Source: an optimization exercise on an open RTL-to-GDS flow (aim: small area, a short achievable clock period and few clock cycles). Production flows keep margins and buffers that such runs may drop.
Where RTL was checked, it was by simulation tests only, not by an equivalence proof against the original.
No functional check of the RTL was part of run 2.
Power figures rest on the tool's default switching activity, not on a simulated workload.

==> flow/design.v (outline; a module is shown in full before it is edited, if it fits) <==
// module accelerator: 1801 lines
// module day12_fa: 10 lines
// module day12_ha: 9 lines
// module day12_top: 27 lines
module day12_top #(
    parameter MAX_REGION_W = 64,
    parameter MAX_REGION_H = 64
) (
    input  wire clk,
    input  wire rst_n,
    input  wire in_valid,
    input  wire [31:0] in_data,
    output wire in_ready,
    output wire out_valid,
    output wire [31:0] out_data,
    input  wire out_ready
);
  // ...
==> flow/flow/run.sh <==
#!/bin/bash
# The standard layout (the standard.sh: standard synthesis, floorplan,
# placement, CTS, routing), with one change: the buffers that global
# placement puts on every input and output port are buf_2 cells instead of
# the cell buffer_ports picks by default.
set -euo pipefail
export BUFFER_PORTS_ARGS="-buffer_cell sky130_fd_sc_hd__buf_2"
bash standard.sh > standard.log 2>&1
==> flow/standard.sh <==
#!/bin/bash
# synth_recipe.tcl (not shown) runs the flow's synth.tcl, then flattens the netlist and writes it again
# the make line also repeats each setting of config.mk as NAME=value (left out here)
make -C /OpenROAD-flow-scripts/flow DESIGN_CONFIG=/design/flow/config.mk WORK_HOME=/design/flow/orfs CLKGATE_MAP_FILE= SYNTH_SCRIPT=/design/flow/synth_recipe.tcl "${@:-finish}"
==> flow/config.mk <==
export PLATFORM = sky130hd
export DESIGN_NAME = day12_top
export DESIGN_NICKNAME = day12_top
export VERILOG_FILES = /design/flow/design.v
export SDC_FILE = /design/flow/constraint.sdc
export NUM_CORES = 4
export LEC_CHECK = 0
export CAP_MARGIN = 20
export CORE_MARGIN = 2
export CORE_UTILIZATION = 70
export CTS_CLUSTER_DIAMETER = 100
export CTS_CLUSTER_SIZE = 30
export SLEW_MARGIN = 20
export SYNTH_HIERARCHICAL = 1
==> flow/constraint.sdc <==
create_clock -name core_clock -period 14.5 [get_ports {clk}]
set_input_delay 2.9000 -clock core_clock [delete_from_list [all_inputs] [get_ports {clk}]]
set_output_delay 2.9000 -clock core_clock [all_outputs]
set_load 0.01 [all_outputs]
==> results.sh, run 1 <==
export IMPL_vdd_drop_max_uv=100
export IMPL_crit_end="accel.sr2_8"
export IMPL_vias=12591
export IMPL_r2r_start="accel.r_a[20]"
export IMPL_viasPerCell=6.14
export IMPL_clockBufferCount=18
export IMPL_p_per_area_mw_per_mm2=69.9
export IMPL_crit_type="flop to flop"
export IMPL_status="no timing/DRC/antenna violations"
export IMPL_seq_cell_power_uw=818
export IMPL_min_period_over_period_pct=29.2
export IMPL_post_route_util_pct=74.9
export IMPL_synthSimpleGateAreaFrac_pct=18.9
export IMPL_async_flop_share_pct=0
export IMPL_final_hold_viol_count=0
export IMPL_placed_area_mm2=0.0191
export IMPL_cap_violations=0
export IMPL_clk_power_uw=478
export IMPL_wl_met2_mm=21.1
export IMPL_clock_fmax_mhz=236
export IMPL_synth_fa_ha_area_share_pct=31.8
export IMPL_fin_crit_ns=4.23
export IMPL_cp_num_cells=9
export IMPL_busiest_layer="met2"
export IMPL_yosysMostFrequentCell="and2_1"
export IMPL_rr_worst_depth=9
export IMPL_cts_resized=0
export IMPL_cts_sinks=280
export IMPL_hpwl_mm=35.0
export IMPL_p_int_mw=1.02
export IMPL_cts_buffers_inserted=14
export IMPL_grt_overflow=0
export IMPL_regArea_mm2=0.00592
export IMPL_synth_top_family_by_area="adder cells"
export IMPL_cp_start_kind="flop"
export IMPL_syn_area_mm2=0.0186
export IMPL_dominant_cells="multi-input gates"
export IMPL_top_layer="met5"
Testbench counts, summed over its fixed seeds: cycles 41,785.
==> run 2, diff against run 1 <==
--- a/flow/design.v
+++ b/flow/design.v
@@ -909,30 +909,16 @@
 wire fs747;
 wire fc748;
 wire fs749;
 wire fc750;
 wire fs751;
 wire fc752;
 wire fs753;
 wire fc754;
-wire fs755;
-wire fc756;
-wire fs757;
-wire fc758;
-wire fs759;
-wire fc760;
-wire fs761;
-wire fc762;
-wire fs763;
-wire fc764;
-wire fs765;
-wire fc766;
-wire fs767;
-wire fc768;
 assign pp1 = a2[0] & b2[0];
 assign pp2 = a2[0] & b2[1];
 assign pp3 = a2[0] & b2[2];
 assign pp4 = a2[0] & b2[3];
 assign pp5 = a2[0] & b2[4];
 assign pp6 = a2[0] & b2[5];
 assign pp7 = a2[0] & b2[6];
 assign pp8 = a2[0] & b2[7];
@@ -1450,26 +1436,19 @@
 day12_fa u_fs733 (.a(pp339), .b(pp340), .c(gm693), .s(fs733), .co(fc734));
 day12_fa u_fs735 (.a(mh661), .b(mh631), .c(gm694), .s(fs735), .co(fc736));
 day12_fa u_fs737 (.a(gm714), .b(fc734), .c(fs735), .s(fs737), .co(fc738));
 day12_fa u_fs739 (.a(mk662), .b(gm695), .c(ms663), .s(fs739), .co(fc740));
 day12_fa u_fs741 (.a(fc736), .b(gm715), .c(fs739), .s(fs741), .co(fc742));
 day12_fa u_fs743 (.a(mc664), .b(gm696), .c(ms665), .s(fs743), .co(fc744));
 day12_fa u_fs745 (.a(fc740), .b(gm716), .c(fc742), .s(fs745), .co(fc746));
 day12_fa u_fs747 (.a(mc666), .b(ms667), .c(gm697), .s(fs747), .co(fc748));
-day12_fa u_fs749 (.a(fc744), .b(gm717), .c(fs747), .s(fs749), .co(fc750));
+day12_fa u_fs749 (.a(fc744), .b(gm717), .c(fc746), .s(fs749), .co(fc750));
 day12_fa u_fs751 (.a(mc668), .b(ms669), .c(gm698), .s(fs751), .co(fc752));
-day12_fa u_fs753 (.a(gm718), .b(fc748), .c(fs751), .s(fs753), .co(fc754));
-day12_fa u_fs755 (.a(mc670), .b(ms671), .c(gm699), .s(fs755), .co(fc756));
-day12_fa u_fs757 (.a(gm719), .b(fc752), .c(fs755), .s(fs757), .co(fc758));
-day12_fa u_fs759 (.a(mc672), .b(ms673), .c(gm700), .s(fs759), .co(fc760));
-day12_fa u_fs761 (.a(mc674), .b(ms675), .c(gm701), .s(fs761), .co(fc762));
-day12_fa u_fs763 (.a(ms685), .b(mc684), .c(gm726), .s(fs763), .co(fc764));
-day12_fa u_fs765 (.a(ms687), .b(mc686), .c(gm727), .s(fs765), .co(fc766));
-day12_fa u_fs767 (.a(mc658), .b(mc688), .c(gm708), .s(fs767), .co(fc768));
+day12_fa u_fs753 (.a(mc670), .b(ms671), .c(gm699), .s(fs753), .co(fc754));
 wire [15:0] w_in = r_data[15:0];
 wire [15:0] h_in = r_data[31:16];
 reg big;
 integer bi, bj;
 always @(*) begin
     big = 1'b0;
     for (bi = 4; bi < 16; bi = bi + 1)
         for (bj = 19 - bi; bj < 16; bj = bj + 1)
@@ -1481,54 +1460,61 @@
 reg sr0_2;
 reg sr1_2;
 reg sr0_3;
 reg sr1_3;
 reg sr0_4;
 reg sr1_4;
 reg sr0_5;
 reg sr1_5;
+reg sr2_5;
+reg sr3_5;
 reg sr0_6;
 reg sr1_6;
+reg sr2_6;
 reg sr0_7;
 reg sr1_7;
 reg sr2_7;
 reg sr3_7;
+reg sr4_7;
 reg sr0_8;
 reg sr1_8;
 reg sr2_8;
+reg sr3_8;
 reg sr0_9;
 reg sr1_9;
 reg sr2_9;
 reg sr3_9;
-reg sr4_9;
 reg sr0_10;
 reg sr1_10;
 reg sr2_10;
 reg sr3_10;
 reg sr0_11;
 reg sr1_11;
 reg sr2_11;
 reg sr3_11;
 reg sr0_12;
 reg sr1_12;
 reg sr2_12;
 reg sr3_12;
 reg sr0_13;
 reg sr1_13;
+reg sr2_13;
+reg sr3_13;
 reg sr0_14;
 reg sr1_14;
 reg sr2_14;
+reg sr3_14;
 reg sr0_15;
 reg sr1_15;
 reg sr2_15;
+reg sr3_15;
 reg sr0_16;
 reg sr1_16;
 reg sr2_16;
-reg sr3_16;
 reg sr0_17;
 reg sr1_17;
 reg sr2_17;
 reg sr3_17;
 reg sr0_18;
 reg sr1_18;
 reg sr2_18;
 reg sr3_18;
@@ -1541,58 +1527,65 @@
 always @(posedge clk) begin
     sr0_0 <= gm713;
     sr1_0 <= fs733;
     sr0_1 <= fs737;
     sr0_2 <= fc738;
     sr1_2 <= fs741;
     sr0_3 <= fs743;
     sr1_3 <= fs745;
-    sr0_4 <= fc746;
+    sr0_4 <= fs747;
     sr1_4 <= fs749;
-    sr0_5 <= fc750;
-    sr1_5 <= fs753;
-    sr0_6 <= fc754;
-    sr1_6 <= fs757;
-    sr0_7 <= gm720;
-    sr1_7 <= fc756;
-    sr2_7 <= fs759;
-    sr3_7 <= fc758;
-    sr0_8 <= gm721;
-    sr1_8 <= fc760;
-    sr2_8 <= fs761;
+    sr0_5 <= gm718;
+    sr1_5 <= fc748;
+    sr2_5 <= fs751;
+    sr3_5 <= fc750;
+    sr0_6 <= gm719;
+    sr1_6 <= fc752;
+    sr2_6 <= fs753;
+    sr0_7 <= mc672;
+    sr1_7 <= ms673;
+    sr2_7 <= gm700;
+    sr3_7 <= gm720;
+    sr4_7 <= fc754;
+    sr0_8 <= mc674;
+    sr1_8 <= ms675;
+    sr2_8 <= gm701;
+    sr3_8 <= gm721;
     sr0_9 <= mc676;
-    sr1_9 <= gm702;
-    sr2_9 <= ms677;
+    sr1_9 <= ms677;
+    sr2_9 <= gm702;
     sr3_9 <= gm722;
-    sr4_9 <= fc762;
     sr0_10 <= mc678;
     sr1_10 <= ms679;
     sr2_10 <= gm703;
     sr3_10 <= gm723;
     sr0_11 <= mc680;
     sr1_11 <= ms681;
     sr2_11 <= gm704;
     sr3_11 <= gm724;
     sr0_12 <= ms683;
     sr1_12 <= mc682;
     sr2_12 <= gm725;
     sr3_12 <= gm705;
-    sr0_13 <= gm706;
-    sr1_13 <= fs763;
-    sr0_14 <= gm707;
-    sr1_14 <= fs765;
-    sr2_14 <= fc764;
-    sr0_15 <= gm728;
-    sr1_15 <= fc766;
-    sr2_15 <= fs767;
+    sr0_13 <= ms685;
+    sr1_13 <= mc684;
+    sr2_13 <= gm726;
+    sr3_13 <= gm706;
+    sr0_14 <= ms687;
+    sr1_14 <= mc686;
+    sr2_14 <= gm727;
+    sr3_14 <= gm707;
+    sr0_15 <= mc658;
+    sr1_15 <= mc688;
+    sr2_15 <= gm708;
+    sr3_15 <= gm728;
     sr0_16 <= pp341;
     sr1_16 <= gm709;
     sr2_16 <= gm729;
-    sr3_16 <= fc768;
     sr0_17 <= pp344;
     sr1_17 <= pp361;
     sr2_17 <= gm710;
     sr3_17 <= gm730;
     sr0_18 <= pp380;
     sr1_18 <= mh689;
     sr2_18 <= gm711;
     sr3_18 <= gm731;
@@ -1624,78 +1617,78 @@
 wire bs13;
 wire bc14;
 wire bh15;
 wire bk16;
 wire bs17;
 wire bc18;
 wire bh19;
 wire bk20;
-wire bh21;
-wire bk22;
+wire bs21;
+wire bc22;
 wire bh23;
 wire bk24;
-wire bh25;
-wire bk26;
-wire bs27;
-wire bc28;
+wire bs25;
+wire bc26;
+wire bh27;
+wire bk28;
 wire bs29;
 wire bc30;
-wire bs31;
-wire bc32;
+wire bh31;
+wire bk32;
 wire bs33;
 wire bc34;
 wire bh35;
 wire bk36;
 wire bs37;
 wire bc38;
-wire bs39;
-wire bc40;
+wire bh39;
+wire bk40;
 wire bs41;
 wire bc42;
 wire bs43;
 wire bc44;
 wire bs45;
 wire bc46;
 wire bs47;
 wire bc48;
-wire bs49;
-wire bc50;
+wire bh49;
+wire bk50;
 wire bs51;
 wire bc52;
 wire bs53;
 wire bc54;
 wire bs55;
 wire bc56;
 wire bs57;
 wire bc58;
 wire bs59;
 wire bc60;
-wire bh61;
-wire bk62;
-wire bh63;
-wire bk64;
+wire bs61;
+wire bc62;
+wire bs63;
+wire bc64;
 wire bs65;
 wire bc66;
 wire bs67;
 wire bc68;
 wire bs69;
 wire bc70;
 wire bs71;
 wire bc72;
 wire bs73;
 wire bc74;
 wire bs75;
 wire bc76;
 wire bs77;
 wire bc78;
-wire bs79;
-wire bc80;
-wire bs81;
-wire bc82;
+wire bh79;
+wire bk80;
+wire bh81;
+wire bk82;
 wire bs83;
 wire bc84;
 wire bs85;
 wire bc86;
 wire bs87;
 wire bc88;
 wire bs89;
 wire bc90;
@@ -1706,69 +1699,96 @@
 wire bs95;
 wire bc96;
 wire bs97;
 wire bc98;
 wire bs99;
 wire bc100;
 wire bs101;
 wire bc102;
-day12_ha u_bh1 (.a(sr0_7), .b(sr1_7), .s(bh1), .co(bk2));
-day12_ha u_bh3 (.a(sr0_8), .b(sr1_8), .s(bh3), .co(bk4));
-day12_fa u_bs5 (.a(sr0_9), .b(sr1_9), .c(sr2_9), .s(bs5), .co(bc6));
-day12_ha u_bh7 (.a(sr3_9), .b(sr4_9), .s(bh7), .co(bk8));
-day12_fa u_bs9 (.a(sr0_10), .b(sr1_10), .c(sr2_10), .s(bs9), .co(bc10));
-day12_ha u_bh11 (.a(sr3_10), .b(acc[10]), .s(bh11), .co(bk12));
-day12_fa u_bs13 (.a(sr0_11), .b(sr1_11), .c(sr2_11), .s(bs13), .co(bc14));
-day12_ha u_bh15 (.a(sr3_11), .b(acc[11]), .s(bh15), .co(bk16));
-day12_fa u_bs17 (.a(sr0_12), .b(sr1_12), .c(sr2_12), .s(bs17), .co(bc18));
-day12_ha u_bh19 (.a(sr3_12), .b(acc[12]), .s(bh19), .co(bk20));
-day12_ha u_bh21 (.a(sr0_13), .b(sr1_13), .s(bh21), .co(bk22));
-day12_ha u_bh23 (.a(sr0_14), .b(sr1_14), .s(bh23), .co(bk24));
-day12_ha u_bh25 (.a(sr0_15), .b(sr1_15), .s(bh25), .co(bk26));
-day12_fa u_bs27 (.a(sr0_16), .b(sr1_16), .c(sr2_16), .s(bs27), .co(bc28));
-day12_fa u_bs29 (.a(sr0_17), .b(sr1_17), .c(sr2_17), .s(bs29), .co(bc30));
-day12_fa u_bs31 (.a(sr0_18), .b(sr1_18), .c(sr2_18), .s(bs31), .co(bc32));
-day12_fa u_bs33 (.a(sr0_19), .b(sr1_19), .c(sr2_19), .s(bs33), .co(bc34));
-day12_ha u_bh35 (.a(sr2_7), .b(sr3_7), .s(bh35), .co(bk36));
-day12_fa u_bs37 (.a(sr2_8), .b(acc[8]), .c(bk2), .s(bs37), .co(bc38));
-day12_fa u_bs39 (.a(acc[9]), .b(bk4), .c(bh7), .s(bs39), .co(bc40));
-day12_fa u_bs41 (.a(bk8), .b(bh11), .c(bc6), .s(bs41), .co(bc42));
-day12_fa u_bs43 (.a(bk12), .b(bh15), .c(bc10), .s(bs43), .co(bc44));
-day12_fa u_bs45 (.a(bk16), .b(bh19), .c(bc14), .s(bs45), .co(bc46));
-day12_fa u_bs47 (.a(acc[13]), .b(bk20), .c(bh21), .s(bs47), .co(bc48));
-day12_fa u_bs49 (.a(sr2_14), .b(acc[14]), .c(bk22), .s(bs49), .co(bc50));
-day12_fa u_bs51 (.a(sr2_15), .b(acc[15]), .c(bk24), .s(bs51), .co(bc52));
-day12_fa u_bs53 (.a(sr3_16), .b(acc[16]), .c(bk26), .s(bs53), .co(bc54));
-day12_fa u_bs55 (.a(sr3_17), .b(acc[17]), .c(bc28), .s(bs55), .co(bc56));
-day12_fa u_bs57 (.a(sr3_18), .b(acc[18]), .c(bc30), .s(bs57), .co(bc58));
-day12_fa u_bs59 (.a(sr3_19), .b(acc[19]), .c(bc32), .s(bs59), .co(bc60));
-day12_ha u_bh61 (.a(sr0_0), .b(sr1_0), .s(bh61), .co(bk62));
-day12_ha u_bh63 (.a(sr0_1), .b(acc[1]), .s(bh63), .co(bk64));
-day12_fa u_bs65 (.a(sr0_2), .b(sr1_2), .c(acc[2]), .s(bs65), .co(bc66));
-day12_fa u_bs67 (.a(sr0_3), .b(sr1_3), .c(acc[3]), .s(bs67), .co(bc68));
-day12_fa u_bs69 (.a(sr0_4), .b(sr1_4), .c(acc[4]), .s(bs69), .co(bc70));
-day12_fa u_bs71 (.a(sr0_5), .b(sr1_5), .c(acc[5]), .s(bs71), .co(bc72));
-day12_fa u_bs73 (.a(sr0_6), .b(sr1_6), .c(acc[6]), .s(bs73), .co(bc74));
-day12_fa u_bs75 (.a(acc[7]), .b(bh35), .c(bh1), .s(bs75), .co(bc76));
-day12_fa u_bs77 (.a(bk36), .b(bh3), .c(bs37), .s(bs77), .co(bc78));
-day12_fa u_bs79 (.a(bs5), .b(bc38), .c(bs39), .s(bs79), .co(bc80));
-day12_fa u_bs81 (.a(bs9), .b(bc40), .c(bs41), .s(bs81), .co(bc82));
-day12_fa u_bs83 (.a(bs13), .b(bc42), .c(bs43), .s(bs83), .co(bc84));
-day12_fa u_bs85 (.a(bs17), .b(bc44), .c(bs45), .s(bs85), .co(bc86));
-day12_fa u_bs87 (.a(bc18), .b(bs47), .c(bc46), .s(bs87), .co(bc88));
-day12_fa u_bs89 (.a(bh23), .b(bc48), .c(bs49), .s(bs89), .co(bc90));
-day12_fa u_bs91 (.a(bh25), .b(bc50), .c(bs51), .s(bs91), .co(bc92));
-day12_fa u_bs93 (.a(bs27), .b(bc52), .c(bs53), .s(bs93), .co(bc94));
-day12_fa u_bs95 (.a(bs29), .b(bc54), .c(bs55), .s(bs95), .co(bc96));
-day12_fa u_bs97 (.a(bs31), .b(bc56), .c(bs57), .s(bs97), .co(bc98));
-day12_fa u_bs99 (.a(bs33), .b(bc58), .c(bs59), .s(bs99), .co(bc100));
-day12_fa u_bs101 (.a(acc[20]), .b(bc34), .c(bc60), .s(bs101), .co(bc102));
-assign sum_s = {bc100, bc98, bc96, bc94, bc92, bc90, bc88, bc86, bc84, bc82, bc80, bc78, bc76, bc74, bc72, bc70, bc68, bc66, bk64, bk62, bh61};
-assign sum_c = {bs101, bs99, bs97, bs95, bs93, bs91, bs89, bs87, bs85, bs83, bs81, bs79, bs77, bs75, bs73, bs71, bs69, bs67, bs65, bh63, acc[0]};
+wire bs103;
+wire bc104;
+wire bs105;
+wire bc106;
+wire bs107;
+wire bc108;
+wire bs109;
+wire bc110;
+wire bs111;
+wire bc112;
+wire bs113;
+wire bc114;
+wire bs115;
+wire bc116;
+wire bs117;
+wire bc118;
+wire bs119;
+wire bc120;
+day12_ha u_bh1 (.a(sr0_5), .b(sr1_5), .s(bh1), .co(bk2));
+day12_ha u_bh3 (.a(sr0_6), .b(sr1_6), .s(bh3), .co(bk4));
+day12_fa u_bs5 (.a(sr0_7), .b(sr1_7), .c(sr2_7), .s(bs5), .co(bc6));
+day12_ha u_bh7 (.a(sr3_7), .b(sr4_7), .s(bh7), .co(bk8));
+day12_fa u_bs9 (.a(sr0_8), .b(sr1_8), .c(sr2_8), .s(bs9), .co(bc10));
+day12_ha u_bh11 (.a(sr3_8), .b(acc[8]), .s(bh11), .co(bk12));
+day12_fa u_bs13 (.a(sr0_9), .b(sr1_9), .c(sr2_9), .s(bs13), .co(bc14));
+day12_ha u_bh15 (.a(sr3_9), .b(acc[9]), .s(bh15), .co(bk16));
+day12_fa u_bs17 (.a(sr0_10), .b(sr1_10), .c(sr2_10), .s(bs17), .co(bc18));
+day12_ha u_bh19 (.a(sr3_10), .b(acc[10]), .s(bh19), .co(bk20));
+day12_fa u_bs21 (.a(sr0_11), .b(sr1_11), .c(sr2_11), .s(bs21), .co(bc22));
+day12_ha u_bh23 (.a(sr3_11), .b(acc[11]), .s(bh23), .co(bk24));
+day12_fa u_bs25 (.a(sr0_12), .b(sr1_12), .c(sr2_12), .s(bs25), .co(bc26));
+day12_ha u_bh27 (.a(sr3_12), .b(acc[12]), .s(bh27), .co(bk28));
+day12_fa u_bs29 (.a(sr0_13), .b(sr1_13), .c(sr2_13), .s(bs29), .co(bc30));
+day12_ha u_bh31 (.a(sr3_13), .b(acc[13]), .s(bh31), .co(bk32));
+day12_fa u_bs33 (.a(sr0_14), .b(sr1_14), .c(sr2_14), .s(bs33), .co(bc34));
+day12_ha u_bh35 (.a(sr3_14), .b(acc[14]), .s(bh35), .co(bk36));
+day12_fa u_bs37 (.a(sr0_15), .b(sr1_15), .c(sr2_15), .s(bs37), .co(bc38));
+day12_ha u_bh39 (.a(sr3_15), .b(acc[15]), .s(bh39), .co(bk40));
+day12_fa u_bs41 (.a(sr0_16), .b(sr1_16), .c(sr2_16), .s(bs41), .co(bc42));
+day12_fa u_bs43 (.a(sr0_17), .b(sr1_17), .c(sr2_17), .s(bs43), .co(bc44));
+day12_fa u_bs45 (.a(sr0_18), .b(sr1_18), .c(sr2_18), .s(bs45), .co(bc46));
+day12_fa u_bs47 (.a(sr0_19), .b(sr1_19), .c(sr2_19), .s(bs47), .co(bc48));
+day12_ha u_bh49 (.a(sr2_5), .b(sr3_5), .s(bh49), .co(bk50));
+day12_fa u_bs51 (.a(sr2_6), .b(acc[6]), .c(bk2), .s(bs51), .co(bc52));
+day12_fa u_bs53 (.a(acc[7]), .b(bk4), .c(bh7), .s(bs53), .co(bc54));
+day12_fa u_bs55 (.a(bk8), .b(bh11), .c(bc6), .s(bs55), .co(bc56));
+day12_fa u_bs57 (.a(bk12), .b(bh15), .c(bc10), .s(bs57), .co(bc58));
+day12_fa u_bs59 (.a(bk16), .b(bh19), .c(bc14), .s(bs59), .co(bc60));
+day12_fa u_bs61 (.a(bk20), .b(bh23), .c(bc18), .s(bs61), .co(bc62));
+day12_fa u_bs63 (.a(bk24), .b(bh27), .c(bc22), .s(bs63), .co(bc64));
+day12_fa u_bs65 (.a(bk28), .b(bh31), .c(bc26), .s(bs65), .co(bc66));
+day12_fa u_bs67 (.a(bk32), .b(bh35), .c(bc30), .s(bs67), .co(bc68));
+day12_fa u_bs69 (.a(bk36), .b(bh39), .c(bc34), .s(bs69), .co(bc70));
+day12_fa u_bs71 (.a(acc[16]), .b(bk40), .c(bc38), .s(bs71), .co(bc72));
+day12_fa u_bs73 (.a(sr3_17), .b(acc[17]), .c(bc42), .s(bs73), .co(bc74));
+day12_fa u_bs75 (.a(sr3_18), .b(acc[18]), .c(bc44), .s(bs75), .co(bc76));
+day12_fa u_bs77 (.a(sr3_19), .b(acc[19]), .c(bc46), .s(bs77), .co(bc78));
+day12_ha u_bh79 (.a(sr0_0), .b(sr1_0), .s(bh79), .co(bk80));
+day12_ha u_bh81 (.a(sr0_1), .b(acc[1]), .s(bh81), .co(bk82));
+day12_fa u_bs83 (.a(sr0_2), .b(sr1_2), .c(acc[2]), .s(bs83), .co(bc84));
+day12_fa u_bs85 (.a(sr0_3), .b(sr1_3), .c(acc[3]), .s(bs85), .co(bc86));
+day12_fa u_bs87 (.a(sr0_4), .b(sr1_4), .c(acc[4]), .s(bs87), .co(bc88));
+day12_fa u_bs89 (.a(acc[5]), .b(bh49), .c(bh1), .s(bs89), .co(bc90));
+day12_fa u_bs91 (.a(bk50), .b(bh3), .c(bs51), .s(bs91), .co(bc92));
+day12_fa u_bs93 (.a(bs5), .b(bc52), .c(bs53), .s(bs93), .co(bc94));
+day12_fa u_bs95 (.a(bs9), .b(bc54), .c(bs55), .s(bs95), .co(bc96));
+day12_fa u_bs97 (.a(bs13), .b(bc56), .c(bs57), .s(bs97), .co(bc98));
+day12_fa u_bs99 (.a(bs17), .b(bc58), .c(bs59), .s(bs99), .co(bc100));
+day12_fa u_bs101 (.a(bs21), .b(bc60), .c(bs61), .s(bs101), .co(bc102));
+day12_fa u_bs103 (.a(bs25), .b(bc62), .c(bs63), .s(bs103), .co(bc104));
+day12_fa u_bs105 (.a(bs29), .b(bc64), .c(bs65), .s(bs105), .co(bc106));
+day12_fa u_bs107 (.a(bs33), .b(bc66), .c(bs67), .s(bs107), .co(bc108));
+day12_fa u_bs109 (.a(bs37), .b(bc68), .c(bs69), .s(bs109), .co(bc110));
+day12_fa u_bs111 (.a(bs41), .b(bc70), .c(bs71), .s(bs111), .co(bc112));
+day12_fa u_bs113 (.a(bs43), .b(bc72), .c(bs73), .s(bs113), .co(bc114));
+day12_fa u_bs115 (.a(bs45), .b(bc74), .c(bs75), .s(bs115), .co(bc116));
+day12_fa u_bs117 (.a(bs47), .b(bc76), .c(bs77), .s(bs117), .co(bc118));
+day12_fa u_bs119 (.a(acc[20]), .b(bc48), .c(bc78), .s(bs119), .co(bc120));
+assign sum_s = {bc118, bc116, bc114, bc112, bc110, bc108, bc106, bc104, bc102, bc100, bc98, bc96, bc94, bc92, bc90, bc88, bc86, bc84, bk82, bk80, bh79};
+assign sum_c = {bs119, bs117, bs115, bs113, bs111, bs109, bs107, bs105, bs103, bs101, bs99, bs97, bs95, bs93, bs91, bs89, bs87, bs85, bs83, bh81, acc[0]};
 wire [20:0] sum = sum_s + sum_c;
 reg         bigf;
 wire        fit = p_q2 & (bigf | sum[20]);
 reg         f_fit, f_end;
 reg inreg;
 always @(posedge clk) begin
     if (!rst_n || p_q2)
         inreg <= 1'b0;
==> flow/config.mk (replaced) <==
export PLATFORM = sky130hd
export DESIGN_NAME = day12_top
export DESIGN_NICKNAME = day12_top
export VERILOG_FILES = /design/flow/design.v
export SDC_FILE = /design/flow/constraint.sdc
export NUM_CORES = 4
export LEC_CHECK = 0
export CAP_MARGIN = 20
export CORE_MARGIN = 2
export CORE_UTILIZATION = 70
export CTS_CLUSTER_DIAMETER = 80
export CTS_CLUSTER_SIZE = 24
export SLEW_MARGIN = 20
export SYNTH_HIERARCHICAL = 1
==> run 2 against run 1 <==
Design area grew 0.74%. Sequential power increased by 2%. Total power grew 1.9%. Count of clock-buffer cells in the layout increased by 4. Fmax rose by 1.2%. Setup slack better by 0.052 ns. Sequential cell count is 7 higher. Via count shrank 0.89%. Worst hold slack worse by 0.024 ns.
==> results.sh, run 2 <==
export IMPL_status="no timing/DRC/antenna violations"
export IMPL_syn_inst=1701
export IMPL_rr_worst_depth=12
export IMPL_fill_cells=1833
export IMPL_drive_above_1_share_pct=8.42
export IMPL_required_ns=14.87
export IMPL_rsz0062_at_grt="no"
export IMPL_largest_reg_flops=64
export IMPL_fin_skew_ns=0.0247
export IMPL_ys_types=61
export IMPL_grt_max_degree=71
export IMPL_rows=59
export IMPL_setup_violations=0
export IMPL_grt_overflow=0
export IMPL_p_per_area_mw_per_mm2=70.7
export IMPL_cts_buffers_inserted=16
export IMPL_drtIter0Drc=860
export IMPL_synth_edf_count=31
export IMPL_largest_register="accel.cells"
export IMPL_top_level_ports=70
export IMPL_post_cts_setup_buffer_count=0
export IMPL_synth_main_ff_cell="dfxtp_1"
export IMPL_portBuffers=53
export IMPL_cp_start_kind="flop"
export IMPL_min_period_over_period_pct=28.8
export IMPL_hpwl_mm=33.7
export IMPL_crit_path_end_kind="flop"
export IMPL_drv_slew=0
export IMPL_crit_type="flop to flop"
export IMPL_r2r_start="accel.sr0_7"
export IMPL_ant_nets=0
export IMPL_timing_hold_ws_ns=0.422
export IMPL_async_flop_share_pct=0
export IMPL_start_util_pct=71.6
export IMPL_die_w_um=168
export IMPL_yosysMostFrequentCell="and2_1"
export IMPL_synth_common_cells="and2_1, dfxtp_1, fa_1"
export IMPL_insertion_delay_ns=0.51
export IMPL_cts_root_buffer="clkbuf_16"
export IMPL_mostFrequentLayoutCell="and2_1"
export IMPL_tns_ns=0
export IMPL_viasPerCell=6.06
export IMPL_vdd_drop_max_uv=86.7
export IMPL_power_leakage_nw=9.33
export IMPL_die_y_um=168
export IMPL_yosys_warnings=7
export IMPL_synth_top_area_share_pct=27.4
export IMPL_place_gp_congestion=0.928
export IMPL_clockBufferDepth=3
export IMPL_cts_resized=0
export IMPL_cts_tree="yes"
export IMPL_grt_pass1_vias=13244
export IMPL_routed_wl_mm=45.5
export IMPL_grt_first_pass_wirelength_mm=72.3
export IMPL_drtPass1Iterations=16
export IMPL_path_clk_slew_ns=0.09
export IMPL_fin_crit_ns=4.18
export IMPL_synthTopCellsByArea="dfxtp_1, fa_1, and2_1, edfxtp_1, ha_1"
export IMPL_syn_avg_cell_area_um2=11.0
export IMPL_die_area_mm2=0.0281
export IMPL_htree_levels=1
export IMPL_rr_endpoint="accel.acc[19]"
export IMPL_cap_violations=0
export IMPL_syn2layout_area_growth_pct=5.08
export IMPL_worstHoldPathType="flop to flop"
export IMPL_clock_fmax_mhz=239
export IMPL_vias=12479
export IMPL_min_delay_start="accel.p_big"
export IMPL_cp_startpoint="accel.sr0_7"
export IMPL_tightest_slew_ns=1.10
export IMPL_crit_fanout=5
export IMPL_track_usage_pct=33.4
export IMPL_cts_sinks=287
export IMPL_hold_buffers=0
export IMPL_coreArea_mm2=0.0261
export IMPL_final_cell_mix="and2_1, dfxtp_1, fa_1, nor2_1, ha_1"
export IMPL_max_slew_margin_pct=26.1
export IMPL_arrival_ns=4.55
export IMPL_synth_top_cell_by_area="dfxtp_1"
export IMPL_crit_end="accel.acc[19]"
export IMPL_final_hold_viol_count=0
export IMPL_synth_seq_cells=287
export IMPL_r2r_slack_ns=10.32
export IMPL_reg_largest_list="accel.cells (64), accel.r_a (32), accel.r_data (32)"
export IMPL_wl_per_cell_um=22.1
export IMPL_nets=2076
export IMPL_antenna_found_initial=1
export IMPL_drcViolationCount=0
export IMPL_ys_seq_area_share_pct=32.4
export IMPL_syn_area_mm2=0.0187
run 2: changes by cell type in the layout (fill, tap and decap cells not counted), moves of 5 or more:
cell,change
o31ai_1,+5
nand3_1,-6
nor3_1,-5
dfxtp_1,+7
a21oi_1,-8
and2_1,-6
nor4_1,+10
run 2: cell families after synthesis:
family | Yosys count | synth area share [%]
AO/OA/AOI/OAI | 145 | 5.05
AND/OR/NAND/NOR | 643 | 18.3
multiplexers | 106 | 5.94
other | 1 | 0.0200
buffers and inverters | 116 | 2.78
adder cells (fa/ha/maj) | 324 | 31.7
XOR/XNOR | 79 | 3.77
flip-flops | 287 | 32.4
run 2: critical path, cell delays in order (launching register included):
cell	delay [ns]
dfxtp_1	0.33
fa_1	0.47
fa_1	0.53
fa_1	0.42
ha_1	0.37
a21oi_1	0.16
nor2_1	0.06
a211oi_1	0.28
o31ai_1	0.22
a2111oi_0	0.77
o31ai_1	0.21
xnor2_1	0.20
nor2_1	0.05
run 2: metrics by stage:
stage / setup slack (ns) / cell area [um^2] / total power [mW] / std cells / utilization [%]
global placement: 10.20 / 19200 / 0.923 / 2033 / 73.4
detailed placement: 10.18 / 19200 / 0.925 / 2033 / 73.4
global route: 10.17 / 19700 / 1.44 / 2057 / 75.2
finish: 10.32 / 19700 / 1.39 / 2058 / 75.3
CTS: 10.40 / 19700 / 1.40 / 2057 / 75.2
floorplan: 10.59 / 18800 / 0.893 / 1716 / -
run 2: cell type report:
type,count,area [um^2],area share [%]
Inverter,27,101,0.515
Clock inverter,2,28.8,0.146
Tap cell,335,419,2.13
Timing Repair Buffer,71,400,2.04
Antenna cell,1,2.50,0.0127
Clock buffer,22,444,2.26
Multi-Input combinational cell,1313,12200,62.1
Sequential cell,287,6060,30.8
run 2: per-layer routing:
metal  track usage [%]  part of all wire (%)
met5                 0                     0
met4              12.4                   3.6
met3              5.03                   7.0
met2              56.7                    49
met1              44.1                    40
run 2: how the worst min path moves through the flow:
| stage | to | slack, ns | cells after the start |
|---|---|---|---|
| after floorplan | accel.bigf | 0.39 | 0 |
| after global placement | accel.bigf | 0.39 | 0 |
| after detailed placement | accel.bigf | 0.39 | 0 |
| after CTS | accel.bigf | 0.42 | 0 |
| after global routing | accel.bigf | 0.44 | 0 |
| final | accel.bigf | 0.42 | 0 |
run 2: report_power, final:
group          internal (mW)  switching, mW  total, mW  leakage (nW)
clock                  0.220          0.262      0.482         0.229
combinational         0.0253         0.0458     0.0711          6.75
sequential             0.814         0.0243      0.838          2.36
run 2: per-module statistics from Yosys (local to each module, per instance), excerpt:
module / cell area [um^2] / cells
day12_fa: 20.0 / 1
day12_ha: 12.5 / 1

==> afterwards: timing with drivers on the ports <==
No port has a modelled driver above. Below, the same layouts with a new extraction and two added sets of constraints.
Step 1 (the two cells are an assumption about what drives the block):
set clk [get_ports {clk}]
set_driving_cell -lib_cell sky130_fd_sc_hd__clkbuf_16 $clk
set_driving_cell -lib_cell sky130_fd_sc_hd__buf_2 [delete_from_list [all_inputs] $clk]
Step 2 moves the port delays by t, midway between the first and last clock arrival at a register: inputs arrive t later, outputs are due t later. That takes back most of the time a late clock gives input paths.
Three values: no drivers, after step 1, after step 2; two values: the first two.
| run | t, ns | slack for setup (ns) | worst data-port slew with drivers (ns) | pins driven straight from the clock port |
|---|---|---|---|---|
| run 1 | 0.565 | 10.267 / 10.267 / 9.980 | 0.04 | 1 |
| run 2 | 0.551 | 10.319 / 10.319 / 10.229 | 0.04 | 1 |
After both steps every run listed still meets setup and hold. For run 1, which loses most, drivers alone change the setup slack by 0.000 ns; drivers and shift together by -0.287 ns.
